From an optimization exercise on the open Yosys and OpenROAD flow, aimed at small area; shortcuts taken in it are not production practice. Function was checked by simulation only, so behaviour that the tests miss may differ from the original. No activity file was given, so power comes from the tool's default toggle rates. The flow treats the clock pin as an ideal source, which a real chip does not have.

==> 02-21: inputs <==
==> flow/design.v (excerpt) <==
module opll_top (
    input   wire                i_CLK,
    input   wire                i_IC_n,
    input   wire                i_ALTPATCH_EN,
    input   wire                i_CS_n,
    input   wire                i_WR_n,
    input   wire                i_A0,
    input   wire        [7:0]   i_D,
    output  wire        [1:0]   o_D,
    output  wire                o_D_OE,
    output  wire                o_DAC_EN_MO,
    output  wire                o_DAC_EN_RO,
    output  wire                o_IMP_NOFLUC_SIGN,
    output  wire        [7:0]   o_IMP_NOFLUC_MAG,
    output  wire signed [9:0]   o_IMP_FLUC_SIGNED_MO,
    output  wire signed [9:0]   o_IMP_FLUC_SIGNED_RO,
    input   wire signed [4:0]   i_ACC_SIGNED_MOVOL,
    input   wire signed [4:0]   i_ACC_SIGNED_ROVOL,
    output  wire                o_ACC_SIGNED_STRB,
    output  wire signed [15:0]  o_ACC_SIGNED
);
export LEC_CHECK = 0
export ABC_AREA = 1
export CAP_MARGIN = 20
export CORE_MARGIN = 2
export CORE_UTILIZATION = 60
export CTS_CLUSTER_DIAMETER = 100
export CTS_CLUSTER_SIZE = 32
export GPL_TIMING_DRIVEN = 0
export PLACE_DENSITY = 0.72
export SLEW_MARGIN = 20
create_clock -name core_clock -period 9.0 [get_ports {i_CLK}]
standard.sh (not shown) runs the stock make flow with config.mk's settings and CLKGATE_MAP_FILE= SYNTH_SCRIPT=/design/flow/synth_recipe.tcl, a recipe that flattens the netlist after the stock synthesis.
==> flow/flow/run.sh <==
#!/bin/bash
set -e
export BUFFER_PORTS_ARGS="-buffer_cell sky130_fd_sc_hd__buf_1"
export CTS_ARGS="-sink_clustering_enable -repair_clock_nets -sink_clustering_size 32 -sink_clustering_max_diameter 100 -dont_use_dummy_load"
bash standard.sh > standard.log 2>&1
==> 04-17: changes against 02-21 <==
--- a/flow/design.v
+++ b/flow/design.v
@@ -235,19 +235,14 @@
     wr_n_syncchain[1] <= wr_n_syncchain[0];
     if(~|{cs_n, wr_n}) dbus_inlatch_temp <= din;
 end
 assign  dbus_inlatch = dbus_inlatch_temp;
 end
 endgenerate
-reg             d1reg_addr_hit;
-reg     [3:0]   d1reg_addr_lo;
-always @(posedge emuclk) if(!phi1ncen_n) if(addrreg_wrrq) begin
-    d1reg_addr_hit <= (dbus_inlatch[7:4] == 4'h0) & (~dbus_inlatch[3] | (dbus_inlatch[2] & dbus_inlatch[1]));
-    d1reg_addr_lo <= dbus_inlatch[3:0];
-end
-wire    [8:0]   d1reg_addr = {~d1reg_addr_hit, 4'h0, d1reg_addr_lo};
+reg     [7:0]   d1reg_addr;
+always @(posedge emuclk) if(!phi1ncen_n) if(addrreg_wrrq) d1reg_addr <= dbus_inlatch;
 reg     [1:0]   am_reg, pm_reg, etyp_reg, ksr_reg;
 reg     [3:0]   mul_reg[0:1];
 reg     [1:0]   ksl_reg[0:1];
 reg     [3:0]   ar_reg[0:1];
 reg     [3:0]   dr_reg[0:1];
 reg     [3:0]   sl_reg[0:1];
@@ -260,22 +255,22 @@
 reg             altpatch_en_reg;
 assign  o_TEST = test_reg;
 assign  o_RHYTHM_EN = rhythm_reg[5];
 wire            d1_we = ~phi1ncen_n & datareg_wrrq;
 wire    [7:0]   d1_wd = i_RST_n ? dbus_inlatch : 8'h00;
 wire    [9:0]   d1_en;
-assign  d1_en[0] = ~i_RST_n | (d1_we & d1reg_addr == 9'h0);
-assign  d1_en[1] = ~i_RST_n | (d1_we & d1reg_addr == 9'h1);
-assign  d1_en[2] = ~i_RST_n | (d1_we & d1reg_addr == 9'h2);
-assign  d1_en[3] = ~i_RST_n | (d1_we & d1reg_addr == 9'h3);
-assign  d1_en[4] = ~i_RST_n | (d1_we & d1reg_addr == 9'h4);
-assign  d1_en[5] = ~i_RST_n | (d1_we & d1reg_addr == 9'h5);
-assign  d1_en[6] = ~i_RST_n | (d1_we & d1reg_addr == 9'h6);
-assign  d1_en[7] = ~i_RST_n | (d1_we & d1reg_addr == 9'h7);
-assign  d1_en[8] = ~i_RST_n | (d1_we & d1reg_addr == 9'hE);
-assign  d1_en[9] = ~i_RST_n | (d1_we & d1reg_addr == 9'hF);
+assign  d1_en[0] = ~i_RST_n | (d1_we & d1reg_addr == 8'h0);
+assign  d1_en[1] = ~i_RST_n | (d1_we & d1reg_addr == 8'h1);
+assign  d1_en[2] = ~i_RST_n | (d1_we & d1reg_addr == 8'h2);
+assign  d1_en[3] = ~i_RST_n | (d1_we & d1reg_addr == 8'h3);
+assign  d1_en[4] = ~i_RST_n | (d1_we & d1reg_addr == 8'h4);
+assign  d1_en[5] = ~i_RST_n | (d1_we & d1reg_addr == 8'h5);
+assign  d1_en[6] = ~i_RST_n | (d1_we & d1reg_addr == 8'h6);
+assign  d1_en[7] = ~i_RST_n | (d1_we & d1reg_addr == 8'h7);
+assign  d1_en[8] = ~i_RST_n | (d1_we & d1reg_addr == 8'hE);
+assign  d1_en[9] = ~i_RST_n | (d1_we & d1reg_addr == 8'hF);
 always @(posedge emuclk) begin
     if(d1_en[0]) {am_reg[0], pm_reg[0], etyp_reg[0], ksr_reg[0], mul_reg[0]} <= d1_wd;
     if(d1_en[1]) {am_reg[1], pm_reg[1], etyp_reg[1], ksr_reg[1], mul_reg[1]} <= d1_wd;
     if(d1_en[2]) {ksl_reg[0], tl_reg} <= d1_wd;
     if(d1_en[3]) {ksl_reg[1], dc_reg, dm_reg, fb_reg} <= {d1_wd[7:6], d1_wd[4:0]};
     if(d1_en[4]) {ar_reg[0], dr_reg[0]} <= d1_wd;
@@ -325,29 +320,35 @@
 wire    [5:0]   d9_wen_dig   = ({6{i_DSEL[0]}} & d9_wen[5:0])     | ({6{i_DSEL[1]}} & d9_wen[11:6]) |
                                ({6{i_DSEL[2]}} & d9_wen[17:12])   | ({6{i_DSEL[3]}} & d9_wen[23:18]);
 always @(posedge emuclk) d9_ser <= {d9_ser[209:0], i_RST_n ? ((d9_wen_dig & d9_wdata_dig) | (~d9_wen_dig & d9_ser_last)) : 6'd0};
 wire    [23:0]  d9_n_tap2 = {d9_ser[7*6+:6],  d9_ser[8*6+:6],  d9_ser[9*6+:6],  d9_ser[10*6+:6]};
 wire    [23:0]  d9_n_tap5 = {d9_ser[19*6+:6], d9_ser[20*6+:6], d9_ser[21*6+:6], d9_ser[22*6+:6]};
 wire    [23:0]  d9_n_tap8 = {d9_ser[31*6+:6], d9_ser[32*6+:6], d9_ser[33*6+:6], d9_ser[34*6+:6]};
-reg     [23:0]  d9_n_q;
+wire    [23:0]  d9_p_tap2 = {d9_ser[5*6+:6],  d9_ser[6*6+:6],  d9_ser[7*6+:6],  d9_ser[8*6+:6]};
+wire    [23:0]  d9_p_tap5 = {d9_ser[17*6+:6], d9_ser[18*6+:6], d9_ser[19*6+:6], d9_ser[20*6+:6]};
+wire    [23:0]  d9_p_tap8 = {d9_ser[29*6+:6], d9_ser[30*6+:6], d9_ser[31*6+:6], d9_ser[32*6+:6]};
+reg     [23:0]  d9_n_q, d9_p_q;
 always @(*) begin
     case({i_CYCLE_D4_ZZ, i_CYCLE_D3_ZZ})
-        2'd0: begin d9_n_q = d9_n_tap2; end
-        2'd1: begin d9_n_q = d9_n_tap5; end
-        2'd2: begin d9_n_q = d9_n_tap8; end
-        2'd3: begin d9_n_q = 24'd0;     end
+        2'd0: begin d9_n_q = d9_n_tap2; d9_p_q = d9_p_tap2; end
+        2'd1: begin d9_n_q = d9_n_tap5; d9_p_q = d9_p_tap5; end
+        2'd2: begin d9_n_q = d9_n_tap8; d9_p_q = d9_p_tap8; end
+        2'd3: begin d9_n_q = 24'd0;     d9_p_q = 24'd0;     end
     endcase
 end
 wire            kon_reg;         
-wire    [3:0]   inst_reg;
+wire            kon_reg_p;       
+wire    [3:0]   vol_reg, inst_reg;   
 assign  o_FNUM[7:0] = d9_n_q[7:0];
 assign  o_FNUM[8]   = d9_n_q[8];
 assign  o_BLOCK     = d9_n_q[11:9];
 assign  kon_reg     = d9_n_q[12];
 assign  o_SUSEN     = d9_n_q[13];
-assign  inst_reg    = d9_n_q[21:18];
+assign  kon_reg_p   = d9_p_q[12];
+assign  vol_reg     = d9_p_q[17:14];
+assign  inst_reg    = d9_p_q[21:18];
 reg             cyc13;
 always @(posedge i_EMUCLK) if(!phi1ncen_n) cyc13 <= i_CYCLE_12;
 wire            perc_proc_d = rhythm_reg[5] & cyc13;
 reg     [4:0]   perc_proc;
 always @(posedge i_EMUCLK) if(!phi1ncen_n) begin
     perc_proc[0] <= perc_proc_d;
@@ -381,25 +382,40 @@
             (rhythm_reg[2] & perc_proc[1]) |
             (rhythm_reg[4] & perc_proc[2]) |
             (rhythm_reg[3] & perc_proc[3]) | 
             (rhythm_reg[1] & perc_proc[4]) | 
             kon_reg;
 end
+wire            kon_p = (rhythm_reg[4] & perc_proc_d) |
+                        (rhythm_reg[0] & perc_proc[0]) |
+                        (rhythm_reg[2] & perc_proc[1]) |
+                        (rhythm_reg[4] & perc_proc[2]) |
+                        (rhythm_reg[3] & perc_proc[3]) | 
+                        (rhythm_reg[1] & perc_proc[4]) | 
+                        kon_reg_p;
 wire            cust_inst_sel = ~|{perc_proc_d, perc_proc[0], perc_proc[1], perc_proc[2], perc_proc[3], perc_proc[4]} & inst_reg == 4'h0;
-wire            m_nc_sel_z = i_MnC_SEL;
-wire            cust_inst_sel_z = cust_inst_sel;
+reg             m_nc_sel_z, cust_inst_sel_z;
+always @(posedge i_EMUCLK) if(!phi1pcen_n) begin  
+    m_nc_sel_z <= i_MnC_SEL;
+    cust_inst_sel_z <= cust_inst_sel;
+end
 wire            reg_mod_oe = cust_inst_sel_z &  m_nc_sel_z;  
 wire            reg_car_oe = cust_inst_sel_z & ~m_nc_sel_z;  
 wire            fdbk_reg_oe = cust_inst_sel_z;  
 wire            vol_latch_oe = ~m_nc_sel_z;  
-wire            inst_latch_oe = perc_proc[0] | perc_proc[1];
+reg             inst_latch_oe;
+always @(posedge i_EMUCLK) if(!phi1pcen_n) inst_latch_oe <= perc_proc[0] | perc_proc[1];
 wire            rom_general_oe = ~cust_inst_sel_z;
 wire            tl_rom_oe = ~|{inst_latch_oe, reg_mod_oe, vol_latch_oe};
-wire    [3:0]   vol_reg_latch  = d9_n_q[17:14];
-wire    [3:0]   inst_reg_latch = d9_n_q[21:18];
-wire            kon_z = o_KON;
+reg     [3:0]   vol_reg_latch, inst_reg_latch;
+always @(posedge i_EMUCLK) if(!phi1pcen_n) vol_reg_latch <= vol_reg;
+always @(posedge i_EMUCLK) if(!phi1pcen_n) inst_reg_latch <= inst_reg;
+reg             kon_z;
+always @(posedge i_EMUCLK) if(!phi1pcen_n) begin
+    kon_z <= kon_p;
+end
 wire            force_egparam_zero = ~inst_latch_oe & m_nc_sel_z & ~kon_z;
 reg     [3:0]   ar_muxed, dr_muxed, rr_muxed;
 assign  o_AR = force_egparam_zero ? 4'd0 : ar_muxed;
 assign  o_DR = force_egparam_zero ? 4'd0 : dr_muxed;
 assign  o_RR = force_egparam_zero ? 4'd0 : rr_muxed;
 always @(*) begin
@@ -554,15 +570,14 @@
         mem_addr = {i_ALTPATCH_EN, 1'b0, i_INST_ADDR};
     end
 end
 reg     [62:0]  mem_q;
 generate
 if(INSTROM_STYLE == 0) begin
-reg             altpatch_z;
-always @(posedge i_EMUCLK) if(!i_phi1_PCEN_n) altpatch_z <= i_ALTPATCH_EN;
-wire    [5:0]   mem_addr_z = {altpatch_z, mem_addr[4:0]};
+reg     [5:0]   mem_addr_z;
+always @(posedge i_EMUCLK) if(!i_phi1_PCEN_n) mem_addr_z <= mem_addr;
 always @(*) begin
     case(mem_addr_z)
         6'h00: mem_q = 63'b000000_0_0_000_00_00_00_00_00000000_0000_00000000_00000000_00000000_00000000;
         6'h01: mem_q = 63'b011110_1_0_111_00_11_11_10_00010001_0000_11010111_00001000_00000001_00000111;
         6'h02: mem_q = 63'b011010_0_1_101_00_01_00_10_00110001_0000_11011111_10000111_00100001_00110011;
         6'h03: mem_q = 63'b011001_0_0_000_00_00_00_10_00110001_1000_11111100_00100100_00010010_00010011;
@@ -728,13 +743,14 @@
         6'h35: mem_q <= 63'b000000_0_0_000_00_00_00_00_00000001_0000_00001010_00001010_00000101_00000101;  
         default: mem_q <= 63'b000000_0_0_000_00_00_00_00_00000000_0000_00000000_00000000_00000000_00000000;   
     endcase
 end
 end
 endgenerate
-wire            m_nc_sel_z = i_MnC_SEL;  
+reg             m_nc_sel_z;
+always @(posedge i_EMUCLK) if(!i_phi1_PCEN_n) m_nc_sel_z <= i_MnC_SEL;  
 assign  o_RR_ROM   = m_nc_sel_z ? mem_q[7:4] : mem_q[3:0];
 assign  o_SL_ROM   = m_nc_sel_z ? mem_q[15:12] : mem_q[11:8];
 assign  o_DR_ROM   = m_nc_sel_z ? mem_q[23:20] : mem_q[19:16];
 assign  o_AR_ROM   = m_nc_sel_z ? mem_q[31:28] : mem_q[27:24];
 assign  o_KSL_ROM  = m_nc_sel_z ? mem_q[35:34] : mem_q[33:32];
 assign  o_MUL_ROM  = m_nc_sel_z ? mem_q[43:40] : mem_q[39:36];
@@ -1527,13 +1543,14 @@
 module IKAOPLL_exprom (
     input   wire            i_EMUCLK,  
     input   wire            i_CEN_n,  
     input   wire    [4:0]   i_ADDR,
     output  reg     [47:0]  o_DATA
 );
-wire    [4:0]   addr_z = i_ADDR;
+reg     [4:0]   addr_z;
+always @(posedge i_EMUCLK) if(!i_CEN_n) addr_z <= i_ADDR;
 always @(*) o_DATA =
     ({48{addr_z == 5'd0}} & 48'b1001011100010110010001100_11000000011101010110000) |
     ({48{addr_z == 5'd1}} & 48'b1001011101010010001000010_11101001001000100000000) |
     ({48{addr_z == 5'd2}} & 48'b1001011101010010001001111_11001010011001110111011) |
     ({48{addr_z == 5'd3}} & 48'b1001011101110000010110000_11001010011101010110001) |
     ({48{addr_z == 5'd4}} & 48'b1001011101110100000110110_11100011001000110010000) |
@@ -1620,14 +1637,14 @@
 always @(posedge emuclk) if(!phi1ncen_n) begin
     cyc0_dly[0] <= i_CYCLE_00;
     cyc0_dly[2:1] <= cyc0_dly[1:0];
     dac_acc_en <= ~i_INHIBIT_FDBK;
     if(cyc0_dly[2]) begin
         dac_acc <= 17'sd0;
-             if(dac_acc[16:15] == 2'b01) o_ACC_SIGNED <= 16'sd32767;   
-        else if(dac_acc[16:15] == 2'b10) o_ACC_SIGNED <= -16'sd32768;  
+             if(dac_acc >  17'sd32767) o_ACC_SIGNED <= 16'sd32767;
+        else if(dac_acc < -17'sd32768) o_ACC_SIGNED <= -16'sd32768;
         else o_ACC_SIGNED <= dac_acc[15:0];
     end
     else begin if(dac_acc_en) begin
         dac_acc <= dac_acc + ($signed(snddata_signmag[8] ? {1'b1, ~snddata_signmag[7:0]} : {1'b0, snddata_signmag[7:0]}) * acc_vol);
     end end
 end
GPL_TIMING_DRIVEN = not set   (was 0)
==> 04-05: changes against 02-21 <==
--- a/flow/design.v
+++ b/flow/design.v
@@ -325,29 +325,35 @@
 wire    [5:0]   d9_wen_dig   = ({6{i_DSEL[0]}} & d9_wen[5:0])     | ({6{i_DSEL[1]}} & d9_wen[11:6]) |
                                ({6{i_DSEL[2]}} & d9_wen[17:12])   | ({6{i_DSEL[3]}} & d9_wen[23:18]);
 always @(posedge emuclk) d9_ser <= {d9_ser[209:0], i_RST_n ? ((d9_wen_dig & d9_wdata_dig) | (~d9_wen_dig & d9_ser_last)) : 6'd0};
 wire    [23:0]  d9_n_tap2 = {d9_ser[7*6+:6],  d9_ser[8*6+:6],  d9_ser[9*6+:6],  d9_ser[10*6+:6]};
 wire    [23:0]  d9_n_tap5 = {d9_ser[19*6+:6], d9_ser[20*6+:6], d9_ser[21*6+:6], d9_ser[22*6+:6]};
 wire    [23:0]  d9_n_tap8 = {d9_ser[31*6+:6], d9_ser[32*6+:6], d9_ser[33*6+:6], d9_ser[34*6+:6]};
-reg     [23:0]  d9_n_q;
+wire    [23:0]  d9_p_tap2 = {d9_ser[5*6+:6],  d9_ser[6*6+:6],  d9_ser[7*6+:6],  d9_ser[8*6+:6]};
+wire    [23:0]  d9_p_tap5 = {d9_ser[17*6+:6], d9_ser[18*6+:6], d9_ser[19*6+:6], d9_ser[20*6+:6]};
+wire    [23:0]  d9_p_tap8 = {d9_ser[29*6+:6], d9_ser[30*6+:6], d9_ser[31*6+:6], d9_ser[32*6+:6]};
+reg     [23:0]  d9_n_q, d9_p_q;
 always @(*) begin
     case({i_CYCLE_D4_ZZ, i_CYCLE_D3_ZZ})
-        2'd0: begin d9_n_q = d9_n_tap2; end
-        2'd1: begin d9_n_q = d9_n_tap5; end
-        2'd2: begin d9_n_q = d9_n_tap8; end
-        2'd3: begin d9_n_q = 24'd0;     end
+        2'd0: begin d9_n_q = d9_n_tap2; d9_p_q = d9_p_tap2; end
+        2'd1: begin d9_n_q = d9_n_tap5; d9_p_q = d9_p_tap5; end
+        2'd2: begin d9_n_q = d9_n_tap8; d9_p_q = d9_p_tap8; end
+        2'd3: begin d9_n_q = 24'd0;     d9_p_q = 24'd0;     end
     endcase
 end
 wire            kon_reg;         
-wire    [3:0]   inst_reg;
+wire            kon_reg_p;       
+wire    [3:0]   vol_reg, inst_reg;   
 assign  o_FNUM[7:0] = d9_n_q[7:0];
 assign  o_FNUM[8]   = d9_n_q[8];
 assign  o_BLOCK     = d9_n_q[11:9];
 assign  kon_reg     = d9_n_q[12];
 assign  o_SUSEN     = d9_n_q[13];
-assign  inst_reg    = d9_n_q[21:18];
+assign  kon_reg_p   = d9_p_q[12];
+assign  vol_reg     = d9_p_q[17:14];
+assign  inst_reg    = d9_p_q[21:18];
 reg             cyc13;
 always @(posedge i_EMUCLK) if(!phi1ncen_n) cyc13 <= i_CYCLE_12;
 wire            perc_proc_d = rhythm_reg[5] & cyc13;
 reg     [4:0]   perc_proc;
 always @(posedge i_EMUCLK) if(!phi1ncen_n) begin
     perc_proc[0] <= perc_proc_d;
@@ -381,25 +387,39 @@
             (rhythm_reg[2] & perc_proc[1]) |
             (rhythm_reg[4] & perc_proc[2]) |
             (rhythm_reg[3] & perc_proc[3]) | 
             (rhythm_reg[1] & perc_proc[4]) | 
             kon_reg;
 end
+wire            kon_p = (rhythm_reg[4] & perc_proc_d) |
+                        (rhythm_reg[0] & perc_proc[0]) |
+                        (rhythm_reg[2] & perc_proc[1]) |
+                        (rhythm_reg[4] & perc_proc[2]) |
+                        (rhythm_reg[3] & perc_proc[3]) | 
+                        (rhythm_reg[1] & perc_proc[4]) | 
+                        kon_reg_p;
 wire            cust_inst_sel = ~|{perc_proc_d, perc_proc[0], perc_proc[1], perc_proc[2], perc_proc[3], perc_proc[4]} & inst_reg == 4'h0;
-wire            m_nc_sel_z = i_MnC_SEL;
-wire            cust_inst_sel_z = cust_inst_sel;
+reg             m_nc_sel_z, cust_inst_sel_z;
+always @(posedge i_EMUCLK) if(!phi1pcen_n) begin  
+    m_nc_sel_z <= i_MnC_SEL;
+    cust_inst_sel_z <= cust_inst_sel;
+end
 wire            reg_mod_oe = cust_inst_sel_z &  m_nc_sel_z;  
 wire            reg_car_oe = cust_inst_sel_z & ~m_nc_sel_z;  
 wire            fdbk_reg_oe = cust_inst_sel_z;  
 wire            vol_latch_oe = ~m_nc_sel_z;  
-wire            inst_latch_oe = perc_proc[0] | perc_proc[1];
+reg             inst_latch_oe;
+always @(posedge i_EMUCLK) if(!phi1pcen_n) inst_latch_oe <= perc_proc[0] | perc_proc[1];
 wire            rom_general_oe = ~cust_inst_sel_z;
 wire            tl_rom_oe = ~|{inst_latch_oe, reg_mod_oe, vol_latch_oe};
 wire    [3:0]   vol_reg_latch  = d9_n_q[17:14];
 wire    [3:0]   inst_reg_latch = d9_n_q[21:18];
-wire            kon_z = o_KON;
+reg             kon_z;
+always @(posedge i_EMUCLK) if(!phi1pcen_n) begin
+    kon_z <= kon_p;
+end
 wire            force_egparam_zero = ~inst_latch_oe & m_nc_sel_z & ~kon_z;
 reg     [3:0]   ar_muxed, dr_muxed, rr_muxed;
 assign  o_AR = force_egparam_zero ? 4'd0 : ar_muxed;
 assign  o_DR = force_egparam_zero ? 4'd0 : dr_muxed;
 assign  o_RR = force_egparam_zero ? 4'd0 : rr_muxed;
 always @(*) begin
@@ -554,15 +574,14 @@
         mem_addr = {i_ALTPATCH_EN, 1'b0, i_INST_ADDR};
     end
 end
 reg     [62:0]  mem_q;
 generate
 if(INSTROM_STYLE == 0) begin
-reg             altpatch_z;
-always @(posedge i_EMUCLK) if(!i_phi1_PCEN_n) altpatch_z <= i_ALTPATCH_EN;
-wire    [5:0]   mem_addr_z = {altpatch_z, mem_addr[4:0]};
+reg     [5:0]   mem_addr_z;
+always @(posedge i_EMUCLK) if(!i_phi1_PCEN_n) mem_addr_z <= mem_addr;
 always @(*) begin
     case(mem_addr_z)
         6'h00: mem_q = 63'b000000_0_0_000_00_00_00_00_00000000_0000_00000000_00000000_00000000_00000000;
         6'h01: mem_q = 63'b011110_1_0_111_00_11_11_10_00010001_0000_11010111_00001000_00000001_00000111;
         6'h02: mem_q = 63'b011010_0_1_101_00_01_00_10_00110001_0000_11011111_10000111_00100001_00110011;
         6'h03: mem_q = 63'b011001_0_0_000_00_00_00_10_00110001_1000_11111100_00100100_00010010_00010011;
@@ -728,13 +747,14 @@
         6'h35: mem_q <= 63'b000000_0_0_000_00_00_00_00_00000001_0000_00001010_00001010_00000101_00000101;  
         default: mem_q <= 63'b000000_0_0_000_00_00_00_00_00000000_0000_00000000_00000000_00000000_00000000;   
     endcase
 end
 end
 endgenerate
-wire            m_nc_sel_z = i_MnC_SEL;  
+reg             m_nc_sel_z;
+always @(posedge i_EMUCLK) if(!i_phi1_PCEN_n) m_nc_sel_z <= i_MnC_SEL;  
 assign  o_RR_ROM   = m_nc_sel_z ? mem_q[7:4] : mem_q[3:0];
 assign  o_SL_ROM   = m_nc_sel_z ? mem_q[15:12] : mem_q[11:8];
 assign  o_DR_ROM   = m_nc_sel_z ? mem_q[23:20] : mem_q[19:16];
 assign  o_AR_ROM   = m_nc_sel_z ? mem_q[31:28] : mem_q[27:24];
 assign  o_KSL_ROM  = m_nc_sel_z ? mem_q[35:34] : mem_q[33:32];
 assign  o_MUL_ROM  = m_nc_sel_z ? mem_q[43:40] : mem_q[39:36];
@@ -1527,13 +1547,14 @@
 module IKAOPLL_exprom (
     input   wire            i_EMUCLK,  
     input   wire            i_CEN_n,  
     input   wire    [4:0]   i_ADDR,
     output  reg     [47:0]  o_DATA
 );
-wire    [4:0]   addr_z = i_ADDR;
+reg     [4:0]   addr_z;
+always @(posedge i_EMUCLK) if(!i_CEN_n) addr_z <= i_ADDR;
 always @(*) o_DATA =
     ({48{addr_z == 5'd0}} & 48'b1001011100010110010001100_11000000011101010110000) |
     ({48{addr_z == 5'd1}} & 48'b1001011101010010001000010_11101001001000100000000) |
     ({48{addr_z == 5'd2}} & 48'b1001011101010010001001111_11001010011001110111011) |
     ({48{addr_z == 5'd3}} & 48'b1001011101110000010110000_11001010011101010110001) |
     ({48{addr_z == 5'd4}} & 48'b1001011101110100000110110_11100011001000110010000) |
GPL_TIMING_DRIVEN = not set   (was 0)
==> 10-10: changes against 02-21 <==
GPL_TIMING_DRIVEN = not set   (was 0)
==> notes <==
Clock skew, lowest first: 10-10, 04-05, 02-21, 04-17. Wire length: 04-17 is larger than 10-10 (about 5.6%). Against 04-05, the sequential share of layout area of 02-21 is lower by 0.37 points. Of 02-21 and 10-10, 10-10 has the higher sequential power (gap about 0.5%, measured against 10-10). Final area, highest first: 04-17, 04-05, 02-21, 10-10.
==> figures <==
                                                                                                      04-17                              04-05                              10-10                              02-21
Compound-cell area share of the yosys netlist                                                         7.64%                              7.92%                              8.48%                              8.48%
Number of combinational gates with multiple inputs                                                     3219                               3203                               3079                               3079
Measured slew at the worst slew-check pin                                                           1.10 ns                            1.08 ns                            1.07 ns                            1.11 ns
Combinational gate power                                                                           10700 uW                           10500 uW                           10500 uW                           10800 uW
Non-CTS inverters                                                                                       601                                600                                610                                610
Number of antenna violations at the first check in global routing                                         2                                  3                                  2                                  4
Result of the run                                                                  timing/DRC/antenna clean           timing/DRC/antenna clean           timing/DRC/antenna clean           timing/DRC/antenna clean
Cell count after placement                                                                             6605                               6570                               6444                               6530
Source of the critical timing path                                 u_IKAOPLL.u_LFO.pm_cntr[2]$_SDFFCE_PN0P_  u_IKAOPLL.u_PG.cyc0r_pm$_DFFE_PN_  u_IKAOPLL.u_PG.cyc0r_pm$_DFFE_PN_  u_IKAOPLL.u_PG.cyc0r_pm$_DFFE_PN_
Horizontal extent of the die                                                                         308 um                             307 um                             304 um                             304 um
Library cell with the highest instance count after synthesis                       sky130_fd_sc_hd__nand2_1           sky130_fd_sc_hd__nand2_1           sky130_fd_sc_hd__dfxtp_1           sky130_fd_sc_hd__dfxtp_1

## re-timing with driven ports
The flow's constraints put no driver on any port. The routed layouts listed below were extracted and timed again, unchanged, in two steps.
Step 1 (the two cells are an assumption about what drives the block):
set clk [get_ports {i_CLK}]
set_driving_cell -lib_cell sky130_fd_sc_hd__clkbuf_16 $clk
set_driving_cell -lib_cell sky130_fd_sc_hd__buf_2 [delete_from_list [all_inputs] $clk]
Step 2 times the ports against the registers' clock, not the clock port: input delays grow and output delays shrink by t, the midpoint of the rising clock arrivals with the driver on.
Slacks: no drivers / after step 1 / after step 2; pairs: no drivers / after step 1.
run | t, ns | setup WS [ns] | worst setup path at the end
02-21 | 0.713 | 0.892 / 0.892 / 0.892 | register to register
04-17 | 0.727 | 2.211 / 2.211 / 2.083 | input to register
04-05 | 0.741 | 1.990 / 1.990 / 1.990 | register to register
10-10 | 0.724 | 1.555 / 1.555 / 1.555 | register to register
After both steps setup and hold are still met in every run listed. For 04-17, which loses most, drivers alone change the setup slack by 0.000 ns; drivers and shift together by -0.128 ns.
